From an optimization exercise on the open Yosys and OpenROAD flow, aimed at small area, a short achievable clock period and few clock cycles; shortcuts taken in it are not production practice. Where RTL was checked, it was by simulation tests only, not by an equivalence proof against the original. Power figures rest on the tool's default switching activity, not on a simulated workload.

==> delta: inputs <==
==> flow/design.v (excerpt) <==
module MyDesign(
  input wire reset_n                      ,  
  input wire clk                          ,
  input wire dut_valid                    , 
  output wire dut_ready                   ,
  output wire                           dut__tb__sram_input_write_enable  ,
  output wire [16-1 : 0     ]   dut__tb__sram_input_write_address ,
  output wire [32-1 : 0     ]   dut__tb__sram_input_write_data    ,
  output wire [16-1 : 0     ]   dut__tb__sram_input_read_address  , 
  input  wire signed [32-1 : 0     ]   tb__dut__sram_input_read_data     ,     
  output wire                           dut__tb__sram_weight_write_enable  ,
  output wire [16-1 : 0     ]   dut__tb__sram_weight_write_address ,
  output wire [32-1 : 0     ]   dut__tb__sram_weight_write_data    ,
  output wire [16-1 : 0     ]   dut__tb__sram_weight_read_address  , 
  input  wire signed [32-1 : 0     ]   tb__dut__sram_weight_read_data     ,     
  output wire                           dut__tb__sram_result_write_enable  ,
  output wire [16-1 : 0     ]   dut__tb__sram_result_write_address ,
  output wire signed [32-1 : 0     ]   dut__tb__sram_result_write_data    ,
  output wire [16-1 : 0     ]   dut__tb__sram_result_read_address  , 
  ...
Settings: LEC_CHECK=0, CAP_MARGIN=20, CORE_MARGIN=2, CORE_UTILIZATION=40, CTS_CLUSTER_DIAMETER=100, CTS_CLUSTER_SIZE=20, SLEW_MARGIN=20, SYNTH_HIERARCHICAL=1, SYNTH_MINIMUM_KEEP_SIZE=0; clock period 16.0 ns.
standard.sh (not shown) runs the stock make flow with config.mk's settings and CLKGATE_MAP_FILE= SYNTH_SCRIPT=/design/flow/synth_recipe.tcl, a recipe that flattens the netlist after the stock synthesis.
==> flow/flow/run.sh <==
#!/bin/bash
# Layout flow: the standard flow (standard.sh) with two changes to how the
# layout is made: port buffers use the small sky130_fd_sc_hd__buf_1 cell, and
# timing repair aims for extra setup slack so that the achieved period shrinks.
# The clock period and constraints are the standard flow's own (constraint.sdc).
set -euo pipefail
bash standard.sh finish \
  "BUFFER_PORTS_ARGS=-buffer_cell sky130_fd_sc_hd__buf_1" \
  "SETUP_SLACK_MARGIN=11.8" \
  > standard.log 2>&1
==> onyx: changes against delta <==
--- a/flow/design.v
+++ b/flow/design.v
@@ -39,11 +39,11 @@
 logic [4:0]    i_cnt;      
 logic          kfirst;
 logic [9:0]    np;         
 logic [AW-1:0] a_addr, a_row, b_addr, b_base;    
 logic f0, l0, sel0, f1, l1, f2, l2;
-logic [15:0] bone, btwo, bneg;    
+logic [15:0] bnone, bntwo, bneg;  
 logic [31:0] opb, s_r, c_r, acc;
 logic        we_r;
 logic [AW-1:0] waddr;
 wire kl = (k_cnt == 6'd1);
 wire jl = (j_cnt == 6'd1);
@@ -171,21 +171,21 @@
       b_addr <= '0;
     end
   endcase
 end
 wire [31:0] a_in = sel0 ? tb__dut__sram_result_read_data : tb__dut__sram_input_read_data;
-wire [15:0] enc_one, enc_two, enc_neg;
-booth_enc u_enc (.a(a_in), .one(enc_one), .two(enc_two), .neg(enc_neg));
+wire [15:0] enc_none, enc_ntwo, enc_neg;
+booth_enc u_enc (.a(a_in), .none(enc_none), .ntwo(enc_ntwo), .neg(enc_neg));
 wire [31:0] acc_in = f2 ? 32'd0 : acc;
 wire [31:0] cs_s, cs_c, acc_nxt;
 genvar gi;
 for (gi = 0; gi < 32; gi = gi + 1) begin : g_csa
   fa_cell u_fa (.a(acc_in[gi]), .b(s_r[gi]), .c(c_r[gi]), .s(cs_s[gi]), .co(cs_c[gi]));
 end
 bk_add u_add (.x(cs_s), .y({cs_c[30:0], 1'b0}), .z(acc_nxt));
 wire [31:0] mt_s, mt_c;
-mul_tree u_mul (.one(bone), .two(btwo), .neg(bneg), .b(opb), .s(mt_s), .c(mt_c));
+mul_tree u_mul (.none(bnone), .ntwo(bntwo), .neg(bneg), .b(opb), .s(mt_s), .c(mt_c));
 always_ff @(posedge clk) begin
   if (!reset_n) begin
     f1 <= 1'b0; l1 <= 1'b0; f2 <= 1'b0; l2 <= 1'b0;
     we_r <= 1'b0;
   end else begin
@@ -193,12 +193,12 @@
     f2 <= f1; l2 <= l1;
     we_r <= l2;
   end
 end
 always_ff @(posedge clk) begin
-  bone <= enc_one;
-  btwo <= enc_two;
+  bnone <= enc_none;
+  bntwo <= enc_ntwo;
   bneg <= enc_neg;
   opb <= sel0 ? tb__dut__sram_scratchpad_read_data : tb__dut__sram_weight_read_data;
   s_r <= mt_s;
   c_r <= mt_c;
   acc <= acc_nxt;
@@ -222,22 +222,20 @@
 assign dut__tb__sram_scratchpad_write_enable  = we_r;
 assign dut__tb__sram_scratchpad_write_address = {{(16-AW){1'b0}}, waddr};
 assign dut__tb__sram_scratchpad_write_data    = acc;
 assign dut__tb__sram_scratchpad_read_address  = {{(16-AW){1'b0}}, b_addr};
 endmodule
-module booth_enc(input wire [31:0] a, output wire [15:0] one, output wire [15:0] two, output wire [15:0] neg);
+module booth_enc(input wire [31:0] a, output wire [15:0] none, output wire [15:0] ntwo, output wire [15:0] neg);
   wire [32:0] ax = {a, 1'b0};
   genvar i;
   for (i = 0; i < 16; i = i + 1) begin : g_enc
     assign neg[i] = ax[2*i+2] & ~(ax[2*i+1] & ax[2*i]);
-    assign one[i] = ax[2*i+1] ^ ax[2*i];
-    assign two[i] = (ax[2*i+2] & ~ax[2*i+1] & ~ax[2*i]) | (~ax[2*i+2] & ax[2*i+1] & ax[2*i]);
+    assign none[i] = ~(ax[2*i+1] ^ ax[2*i]);
+    assign ntwo[i] = ~((ax[2*i+2] & ~ax[2*i+1] & ~ax[2*i]) | (~ax[2*i+2] & ax[2*i+1] & ax[2*i]));
   end
 endmodule
-module mul_tree(input wire [15:0] one, input wire [15:0] two, input wire [15:0] neg, input wire [31:0] b, output wire [31:0] s, output wire [31:0] c);
-  wire [15:0] none = ~one;
-  wire [15:0] ntwo = ~two;
+module mul_tree(input wire [15:0] none, input wire [15:0] ntwo, input wire [15:0] neg, input wire [31:0] b, output wire [31:0] s, output wire [31:0] c);
   wire [15:0] nneg = ~neg;
   wire [31:0] xn0;
   xnor_cell u_xn0_0 (.a(b[0]), .b(neg[0]), .y(xn0[0]));
   xnor_cell u_xn0_1 (.a(b[1]), .b(neg[0]), .y(xn0[1]));
   xnor_cell u_xn0_2 (.a(b[2]), .b(neg[0]), .y(xn0[2]));
--- a/flow/flow/run.sh
+++ b/flow/flow/run.sh
@@ -4,7 +4,7 @@
 # timing repair aims for extra setup slack so that the achieved period shrinks.
 # The clock period and constraints are the standard flow's own (constraint.sdc).
 set -euo pipefail
 bash standard.sh finish \
   "BUFFER_PORTS_ARGS=-buffer_cell sky130_fd_sc_hd__buf_1" \
-  "SETUP_SLACK_MARGIN=11.8" \
+  "SETUP_SLACK_MARGIN=11.6" \
   > standard.log 2>&1
--- a/flow/config.mk
+++ b/flow/config.mk
@@ -5,11 +5,11 @@
 export SDC_FILE = /design/flow/constraint.sdc
 export NUM_CORES = 4
 export LEC_CHECK = 0
 export CAP_MARGIN = 20
 export CORE_MARGIN = 2
-export CORE_UTILIZATION = 40
+export CORE_UTILIZATION = 60
 export CTS_CLUSTER_DIAMETER = 100
 export CTS_CLUSTER_SIZE = 20
 export SLEW_MARGIN = 20
 export SYNTH_HIERARCHICAL = 1
 export SYNTH_MINIMUM_KEEP_SIZE = 0
==> impl_metrics.json <==
{
  "status": "no timing/DRC/antenna violations",
  "synth.top_cells.by_area": "fa_1, dfxtp_1, xnor2_1",
  "vias_per_cell": 6.15,
  "track_usage_pct": 32.0,
  "r2r_end": "c_r[31]",
  "multi_input_area_share_pct": 63.8,
  "via_count": 19686,
  "synthXorXnorAreaFrac_pct": 11.8,
  "finalCritPeriodShare_pct": 27.3,
  "period_needed_ps": 4370,
  "setup_ws_ps": 11630
}
# the run above: onyx

==> impl_metrics.json <==
{
  "synth.top_cells.by_area": "fa_1, dfxtp_1, xnor2_1",
  "vias_per_cell": 5.54,
  "finalCritPeriodShare_pct": 27.1,
  "via_count": 19701,
  "r2r_end": "c_r[30]",
  "period_needed_ps": 4330,
  "drtIter0Drc": 1821,
  "setup_ws_ps": 11670,
  "status": "no timing/DRC/antenna violations",
  "track_usage_pct": 22.1,
  "hold_slack_ps": 438,
  "synthXorXnorAreaFrac_pct": 11.7
}
# the run above: delta

Testbench counts of onyx, summed over its fixed seeds: cycles 88,723.
No functional check of the RTL was part of delta.


==> inputs of 03-15 <==
Another version of the RTL of MyDesign (not shown whole).
Design MyDesign, start of the top module:
module MyDesign(
  input wire reset_n                      ,  
  input wire clk                          ,
  input wire dut_valid                    , 
  output wire dut_ready                   ,
  output wire                           dut__tb__sram_input_write_enable  ,
  output wire [16-1 : 0     ]   dut__tb__sram_input_write_address ,
  output wire [32-1 : 0     ]   dut__tb__sram_input_write_data    ,
  output wire [16-1 : 0     ]   dut__tb__sram_input_read_address  , 
  input  wire signed [32-1 : 0     ]   tb__dut__sram_input_read_data     ,     
  output wire                           dut__tb__sram_weight_write_enable  ,
  output wire [16-1 : 0     ]   dut__tb__sram_weight_write_address ,
  output wire [32-1 : 0     ]   dut__tb__sram_weight_write_data    ,
  output wire [16-1 : 0     ]   dut__tb__sram_weight_read_address  , 
  input  wire signed [32-1 : 0     ]   tb__dut__sram_weight_read_data     ,     
  output wire                           dut__tb__sram_result_write_enable  ,
  output wire [16-1 : 0     ]   dut__tb__sram_result_write_address ,
  output wire signed [32-1 : 0     ]   dut__tb__sram_result_write_data    ,
  output wire [16-1 : 0     ]   dut__tb__sram_result_read_address  , 
  input  wire signed [32-1 : 0     ]   tb__dut__sram_result_read_data     ,     
  output wire                           dut__tb__sram_scratchpad_write_enable  ,
  output wire [16-1 : 0     ]   dut__tb__sram_scratchpad_write_address ,
  output wire signed [32-1 : 0     ]   dut__tb__sram_scratchpad_write_data    ,
  output wire [16-1 : 0     ]   dut__tb__sram_scratchpad_read_address  , 
  input  wire signed [32-1 : 0     ]   tb__dut__sram_scratchpad_read_data  
);
export LEC_CHECK = 0
export CAP_MARGIN = 20
export CORE_MARGIN = 2
export CORE_UTILIZATION = 40
export CTS_CLUSTER_DIAMETER = 100
export CTS_CLUSTER_SIZE = 20
export SLEW_MARGIN = 20
export SYNTH_HIERARCHICAL = 1
export SYNTH_MINIMUM_KEEP_SIZE = 0
create_clock -name core_clock -period 16.0 [get_ports {clk}]
==> flow/flow/run.sh <==
#!/bin/bash
# Layout flow: the standard flow (standard.sh) with two changes to how the
# layout is made: port buffers use the small sky130_fd_sc_hd__buf_1 cell, and
# timing repair aims for extra setup slack so that the achieved period shrinks.
# The clock period and constraints are the standard flow's own (constraint.sdc).
set -euo pipefail
bash standard.sh finish \
  "BUFFER_PORTS_ARGS=-buffer_cell sky130_fd_sc_hd__buf_1" \
  "SETUP_SLACK_MARGIN=11" \
  > standard.log 2>&1
==> 11-06 (differences from 03-15) <==
--- a/flow/design.v
+++ b/flow/design.v
@@ -36,17 +36,17 @@
 logic [5:0]    p1;         
 logic [5:0]    k_cnt;      
 logic [5:0]    j_cnt;      
 logic [4:0]    i_cnt;      
 logic          kfirst;
 logic [9:0]    np;         
 logic [AW-1:0] a_addr, a_row, b_addr, b_base;    
 logic f0, l0, sel0, f1, l1, f2, l2;
-logic [15:0] bone, btwo, bneg;    
+logic [15:0] bnone, bntwo, bneg;  
 logic [31:0] opb, s_r, c_r, acc;
 logic        we_r;
 logic [AW-1:0] waddr;
 wire kl = (k_cnt == 6'd1);
 wire jl = (j_cnt == 6'd1);
 wire il = (i_cnt == 5'd1);
 function automatic [5:0] klen(input [2:0] p, input [4:0] n1_, input [5:0] d1_, input [5:0] p1_);
   klen = (p == PH_S) ? p1_ : (p == PH_Z) ? {1'b0, n1_} : d1_;
@@ -57,43 +57,37 @@
 wire [AW-1:0] np2 = {1'b0, np, 1'b0};
 wire [AW-1:0] np3 = {2'b0, np} + np2;
 wire [AW-1:0] a_inc = a_addr + 1'b1;
 wire [AW-1:0] b_nxtcol = b_base + 1'b1;
 wire [AW-1:0] b_step = b_addr + ((ph == PH_Z) ? {{(AW-6){1'b0}}, p1} : {{(AW-1){1'b0}}, 1'b1});
 wire          n_is1 = (n1 == 5'd1);
 wire issue     = (st == ST_RUN);
 wire phase_end = issue && kl && jl && il;
+logic [2:0] st_nxt;
+always_comb begin
+  st_nxt = st;
+  case (st)
+    ST_IDLE: if (dut_valid) st_nxt = ST_HDR;
+    ST_HDR:  st_nxt = ST_RUN;
+    ST_RUN:  if (phase_end) begin
+      if (ph == PH_Z)                                st_nxt = ST_FIN;
+      else if ((ph == PH_V || ph == PH_S) && n_is1)  st_nxt = ST_WAIT;
+    end
+    ST_WAIT: if (wcnt == 2'd3) st_nxt = ST_RUN;
+    ST_FIN:  if (wcnt == 2'd3) st_nxt = ST_IDLE;
+    default: st_nxt = ST_IDLE;
+  endcase
+  if (!reset_n) st_nxt = ST_IDLE;
+end
 always_ff @(posedge clk) begin
-  if (!reset_n) begin
-    st      <= ST_IDLE;
-    ready_r <= 1'b1;
-    f0      <= 1'b0;
-    l0      <= 1'b0;
-  end else begin
-    f0 <= issue && kfirst;
-    l0 <= issue && kl;
-    case (st)
-      ST_IDLE: if (dut_valid) begin
-        st      <= ST_HDR;
-        ready_r <= 1'b0;
-      end
-      ST_HDR: st <= ST_RUN;
-      ST_RUN: if (phase_end) begin
-        if (ph == PH_Z)                            st <= ST_FIN;
-        else if ((ph == PH_V || ph == PH_S) && n_is1) st <= ST_WAIT;
-      end
-      ST_WAIT: if (wcnt == 2'd3) st <= ST_RUN;
-      ST_FIN: if (wcnt == 2'd3) begin
-        st      <= ST_IDLE;
-        ready_r <= 1'b1;
-      end
-      default: st <= ST_IDLE;
-    endcase
-  end
+  st      <= st_nxt;
+  ready_r <= (st_nxt == ST_IDLE);
+  f0      <= reset_n && issue && kfirst;
+  l0      <= reset_n && issue && kl;
 end
 always_ff @(posedge clk) begin
   wcnt <= issue ? 2'd0 : wcnt + 2'd1;
   case (st)
     ST_IDLE: begin
       a_addr <= '0;
       b_addr <= '0;
     end
@@ -163,53 +157,59 @@
                 a_addr <= '0;
                 b_addr <= '0;
               end
             endcase
           end
         end
       end
     end
-    default: ;
+    ST_WAIT: begin
+      a_addr <= (ph == PH_S) ? '0 : np3;
+      b_addr <= (ph == PH_S) ? {2'b0, np} : np2;
+    end
+    default: begin
+      a_addr <= '0;
+      b_addr <= '0;
+    end
   endcase
 end
 wire [31:0] a_in = sel0 ? tb__dut__sram_result_read_data : tb__dut__sram_input_read_data;
-wire [15:0] enc_one, enc_two, enc_neg;
-booth_enc u_enc (.a(a_in), .one(enc_one), .two(enc_two), .neg(enc_neg));
+wire [15:0] enc_none, enc_ntwo, enc_neg;
+booth_enc u_enc (.a(a_in), .none(enc_none), .ntwo(enc_ntwo), .neg(enc_neg));
 wire [31:0] acc_in = f2 ? 32'd0 : acc;
 wire [31:0] cs_s, cs_c, acc_nxt;
 genvar gi;
 for (gi = 0; gi < 32; gi = gi + 1) begin : g_csa
   fa_cell u_fa (.a(acc_in[gi]), .b(s_r[gi]), .c(c_r[gi]), .s(cs_s[gi]), .co(cs_c[gi]));
 end
 bk_add u_add (.x(cs_s), .y({cs_c[30:0], 1'b0}), .z(acc_nxt));
 wire [31:0] mt_s, mt_c;
-mul_tree u_mul (.one(bone), .two(btwo), .neg(bneg), .b(opb), .s(mt_s), .c(mt_c));
+mul_tree u_mul (.none(bnone), .ntwo(bntwo), .neg(bneg), .b(opb), .s(mt_s), .c(mt_c));
 always_ff @(posedge clk) begin
   if (!reset_n) begin
     f1 <= 1'b0; l1 <= 1'b0; f2 <= 1'b0; l2 <= 1'b0;
     we_r <= 1'b0;
   end else begin
     f1 <= f0; l1 <= l0;
     f2 <= f1; l2 <= l1;
     we_r <= l2;
   end
 end
 always_ff @(posedge clk) begin
-  bone <= enc_one;
-  btwo <= enc_two;
+  bnone <= enc_none;
+  bntwo <= enc_ntwo;
   bneg <= enc_neg;
   opb <= sel0 ? tb__dut__sram_scratchpad_read_data : tb__dut__sram_weight_read_data;
   s_r <= mt_s;
   c_r <= mt_c;
   acc <= acc_nxt;
 end
 always_ff @(posedge clk) begin
-  if (st == ST_HDR) waddr <= '0;
-  else if (we_r)    waddr <= waddr + 1'b1;
+  waddr <= (st == ST_HDR) ? '0 : waddr + {{(AW-1){1'b0}}, we_r};
 end
 assign dut_ready = ready_r;
 assign dut__tb__sram_input_write_enable  = 1'b0;
 assign dut__tb__sram_input_write_address = 16'b0;
 assign dut__tb__sram_input_write_data    = 32'b0;
 assign dut__tb__sram_input_read_address  = {{(16-AW){1'b0}}, a_addr};
 assign dut__tb__sram_weight_write_enable  = 1'b0;
 assign dut__tb__sram_weight_write_address = 16'b0;
@@ -219,28 +219,26 @@
 assign dut__tb__sram_result_write_address = {{(16-AW){1'b0}}, waddr};
 assign dut__tb__sram_result_write_data    = acc;
 assign dut__tb__sram_result_read_address  = {{(16-AW){1'b0}}, a_addr};
 assign dut__tb__sram_scratchpad_write_enable  = we_r;
 assign dut__tb__sram_scratchpad_write_address = {{(16-AW){1'b0}}, waddr};
 assign dut__tb__sram_scratchpad_write_data    = acc;
 assign dut__tb__sram_scratchpad_read_address  = {{(16-AW){1'b0}}, b_addr};
 endmodule
-module booth_enc(input wire [31:0] a, output wire [15:0] one, output wire [15:0] two, output wire [15:0] neg);
+module booth_enc(input wire [31:0] a, output wire [15:0] none, output wire [15:0] ntwo, output wire [15:0] neg);
   wire [32:0] ax = {a, 1'b0};
   genvar i;
   for (i = 0; i < 16; i = i + 1) begin : g_enc
     assign neg[i] = ax[2*i+2] & ~(ax[2*i+1] & ax[2*i]);
-    assign one[i] = ax[2*i+1] ^ ax[2*i];
-    assign two[i] = (ax[2*i+2] & ~ax[2*i+1] & ~ax[2*i]) | (~ax[2*i+2] & ax[2*i+1] & ax[2*i]);
+    assign none[i] = ~(ax[2*i+1] ^ ax[2*i]);
+    assign ntwo[i] = ~((ax[2*i+2] & ~ax[2*i+1] & ~ax[2*i]) | (~ax[2*i+2] & ax[2*i+1] & ax[2*i]));
   end
 endmodule
-module mul_tree(input wire [15:0] one, input wire [15:0] two, input wire [15:0] neg, input wire [31:0] b, output wire [31:0] s, output wire [31:0] c);
-  wire [15:0] none = ~one;
-  wire [15:0] ntwo = ~two;
+module mul_tree(input wire [15:0] none, input wire [15:0] ntwo, input wire [15:0] neg, input wire [31:0] b, output wire [31:0] s, output wire [31:0] c);
   wire [15:0] nneg = ~neg;
   wire [31:0] xn0;
   xnor_cell u_xn0_0 (.a(b[0]), .b(neg[0]), .y(xn0[0]));
   xnor_cell u_xn0_1 (.a(b[1]), .b(neg[0]), .y(xn0[1]));
   xnor_cell u_xn0_2 (.a(b[2]), .b(neg[0]), .y(xn0[2]));
   xnor_cell u_xn0_3 (.a(b[3]), .b(neg[0]), .y(xn0[3]));
   xnor_cell u_xn0_4 (.a(b[4]), .b(neg[0]), .y(xn0[4]));
   xnor_cell u_xn0_5 (.a(b[5]), .b(neg[0]), .y(xn0[5]));
==> flow/flow/run.sh (replaced) <==
#!/bin/bash
# Layout flow: the standard flow (standard.sh) with three changes to how the
# layout is made: port buffers use the small sky130_fd_sc_hd__buf_1 cell, and
# timing repair aims for extra setup slack so that the achieved period shrinks,
# and the constant outputs share one tie cell (SKIP_REPAIR_TIE_FANOUT).
# The clock period and constraints are the standard flow's own (constraint.sdc).
set -euo pipefail
bash standard.sh finish \
  "BUFFER_PORTS_ARGS=-buffer_cell sky130_fd_sc_hd__buf_1" \
  "SETUP_SLACK_MARGIN=11.6" \
  "SKIP_REPAIR_TIE_FANOUT=1" \
  > standard.log 2>&1
==> comparison table <==
item                                                                                 03-15                    11-06
Synth Area in Adders                                                                 25.3%                    25.4%
Switching part of the total power                                                    45.7%                    44.7%
Buffers outside the clock class                                                        304                      293
Biggest cell delay along the critical path                                         0.65 ns                  0.42 ns
Yosys top cell area share                                                            20.2%                    20.3%
Post-Synthesis Cell Area                                                         25800 um2                25700 um2
Vias after detailed routing                                                          19242                    19005
Worst hold slack across all endpoints                                             0.431 ns                 0.437 ns
Tapcell count                                                                          855                      846
Clock network power                                                               0.596 mW                 0.569 mW
Relative area of clock buffers and inverters in the final design                     2.68%                    2.61%
Met2 Resource Use GR                                                                 34.3%                    33.2%
Vert. Die Dim                                                                       258 um                   257 um
Status                                                             complete, no violations  complete, no violations
Detail Route met3 WL                                                               5.55 mm                  6.10 mm
Maximum number of pins on one net before global-route repair                            62                      124
FF-to-FF setup slack                                                              11.57 ns                 11.81 ns
PwrDens                                                                         208 nW/um2               187 nW/um2
Number of signal-net inverters in the final layout                                      96                       80
Number of antenna violations at the first check in global routing                        4                        5
Post-route met1 wirelength                                                         31.0 mm                  31.5 mm
Testbench counts of 11-06, summed over its fixed seeds: cycles 88,723.
Function not checked in 03-15: the RTL went through the layout flow alone.

## re-timing with driven ports
How much do the figures lean on ideal ports? The routed layouts below were timed once more, with nothing changed but the port constraints. Step 1 sets driving cells, clkbuf_16 on the clock port and buf_2 on the other inputs (assumed; they add their load-dependent delay and slew). Step 2 times the ports against the registers' clock, not the clock port: input delays grow and output delays shrink by t, the midpoint of the rising clock arrivals with the driver on. Three values: no drivers, after step 1, after step 2; two values: the first two.
run | t (ns) | setup WS [ns] | hold slack, ns | pins driven straight from the clock port
delta | 0.619 | 11.671 / 11.610 / 11.875 | 0.438 / 0.438 / 0.438 | 1
onyx | 0.602 | 11.634 / 11.573 / 11.804 | 0.436 / 0.436 / 0.436 | 1
03-15 | 0.632 | 11.339 / 11.278 / 11.567 | 0.431 / 0.431 / 0.431 | 1
11-06 | 0.619 | 11.639 / 11.575 / 11.801 | 0.437 / 0.437 / 0.437 | 1
After both steps every run listed still meets setup and hold.
